Background: an optimization exercise with open tools, aiming at small area. Do not read the settings as production practice.
In this exercise RTL edits were held to simulation tests only and were not proved equivalent to the original.
No activity file was given, so power comes from the tool's default toggle rates.

// extra_sketchy
module extra_sketchy(
    input clk,
    input rst,
    input [7:0] sw,
    input btnL,
    input btnR,
    input MISO,
    output SS,
    output MOSI,
    output SCK,
    output Hsync,
    output Vsync,
    output [2:0] vgaRed,
    output [2:0] vgaGreen,
    output [1:0] vgaBlue
    );
For scale: about 3700 cells after synthesis, about 2500 flip-flops, about 26 I/O pins.
==> flow/config.mk <==
export PLATFORM = sky130hd
export DESIGN_NAME = extra_sketchy
export DESIGN_NICKNAME = extra_sketchy
export VERILOG_FILES = /design/flow/design.v
export SDC_FILE = /design/flow/constraint.sdc
export NUM_CORES = 8
export LEC_CHECK = 0
export CAP_MARGIN = 20
export CORE_MARGIN = 2
export CORE_UTILIZATION = 50
export SLEW_MARGIN = 20
==> flow/constraint.sdc <==
create_clock -name core_clock -period 12.0 [get_ports {clk}]
set_input_delay 2.4000 -clock core_clock [delete_from_list [all_inputs] [get_ports {clk}]]
set_output_delay 2.4000 -clock core_clock [all_outputs]
set_load 0.01 [all_outputs]
standard.sh (not shown) runs the stock make flow with config.mk's settings and CLKGATE_MAP_FILE= SYNTH_SCRIPT=/design/flow/synth_recipe.tcl, a recipe that flattens the netlist after the stock synthesis.
==> flow/flow/run.sh <==
#!/bin/bash
# The standard ORFS flow (the standard.sh, all steps) with two changes:
# the clock tree is built from clkbuf_8 cells in clusters of up to 20 sinks
# and without dummy loads, and the port buffers are buf_1 cells.
# make's full output goes to flow.log; ORFS keeps each step's log under orfs/logs.
set -euo pipefail
bash standard.sh \
  "CTS_ARGS=-sink_clustering_enable -repair_clock_nets -sink_clustering_size 20 -sink_clustering_max_diameter 60 -buf_list sky130_fd_sc_hd__clkbuf_8 -dont_use_dummy_load" \
  "BUFFER_PORTS_ARGS=-buffer_cell sky130_fd_sc_hd__buf_1" \
  finish > flow.log 2>&1
==> next run, changes <==
==> flow/flow/run.sh (replaced) <==
#!/bin/bash
# The standard ORFS flow (the standard.sh, all steps) with two changes:
# the clock tree is built from clkbuf_8 cells in clusters of up to 22 sinks
# and without dummy loads, and the port buffers are buf_1 cells.
# make's full output goes to flow.log; ORFS keeps each step's log under orfs/logs.
set -euo pipefail
bash standard.sh \
  "CTS_ARGS=-sink_clustering_enable -repair_clock_nets -sink_clustering_size 22 -sink_clustering_max_diameter 70 -buf_list sky130_fd_sc_hd__clkbuf_8 -dont_use_dummy_load" \
  "BUFFER_PORTS_ARGS=-buffer_cell sky130_fd_sc_hd__buf_1" \
  finish > flow.log 2>&1
After rerunning: Die area stays the same; core utilization drops by 0.15 points; setup slack gets better by 0.018 ns; final area barely changes; combinational power hardly moves; critical path depth stays the same; power came out lower by 0.93%.


extra_sketchy, a different RTL version from the one above (not shown whole).
For scale: ~3900 cells after synthesis, roughly 2500 flip-flops, about 26 I/O pins.
Settings: LEC_CHECK=0, CAP_MARGIN=20, CORE_MARGIN=2, CORE_UTILIZATION=50, SLEW_MARGIN=20; clock period 12.0 ns.
==> flow/flow/run.sh <==
#!/bin/bash
# The standard ORFS flow (the standard.sh, all steps) with two changes:
# the clock tree is built from clkbuf_8 cells in clusters of up to 20 sinks
# and without dummy loads, and the port buffers are buf_1 cells.
# make's full output goes to flow.log; ORFS keeps each step's log under orfs/logs.
set -euo pipefail
bash standard.sh \
  "CTS_ARGS=-sink_clustering_enable -repair_clock_nets -sink_clustering_size 20 -sink_clustering_max_diameter 60 -buf_list sky130_fd_sc_hd__clkbuf_8 -dont_use_dummy_load" \
  "BUFFER_PORTS_ARGS=-buffer_cell sky130_fd_sc_hd__buf_1" \
  finish > flow.log 2>&1
The baseline finished clean.
Edit:
==> flow/run.sh (new file) <==
#!/bin/bash
# synth_recipe.tcl (not shown) runs the flow's synth.tcl, then flattens the netlist and writes it again
# the make line also repeats each setting of config.mk as NAME=value (left out here)
make -C /OpenROAD-flow-scripts/flow DESIGN_CONFIG=/design/flow/config.mk WORK_HOME=/design/flow/orfs CLKGATE_MAP_FILE= SYNTH_SCRIPT=/design/flow/synth_recipe.tcl finish
Settings changed: CTS_BUF_LIST set to sky130_fd_sc_hd__clkbuf_8, CTS_CLUSTER_DIAMETER set to 60, CTS_CLUSTER_SIZE set to 20.
removed: flow/flow/run.sh
removed: flow/standard.sh
Power goes up by 1.8%.
Register-to-register slack is worse by 0.04 ns.
Worst setup slack is worse by 0.45 ns.
Area after synthesis does not change.
Utilization goes up by 0.46 points.

==> static timing again, ports no longer ideal <==
In the flow no input, the clock included, has a driving cell. The finished layouts below were timed again as built, in two steps. Step 1 sets driving cells, clkbuf_16 on the clock port and buf_2 on the other inputs (assumed; they add their load-dependent delay and slew). Step 2 adds t to the input delays and takes it off the output delays; t is the mean of the earliest and latest rising clock arrival at the registers after step 1. Input paths then give back, and output paths get back, about the clock's delay inside the block. Three values: no drivers, after step 1, after step 2; two values: the first two.
run | t, ns | setup WS [ns] | worst data-port slew with drivers (ns)
the first run of note 1 | 0.842 | 4.220 / 4.153 / 4.995 | 0.08
the second run of note 1 | 0.853 | 4.238 / 4.171 / 5.024 | 0.08
the first run of note 2 | 0.896 | 4.513 / 4.444 / 5.340 | 0.07
the second run of note 2 | 0.936 | 4.059 / 3.989 / 4.925 | 0.06
After both steps setup and hold are still met in every run listed.
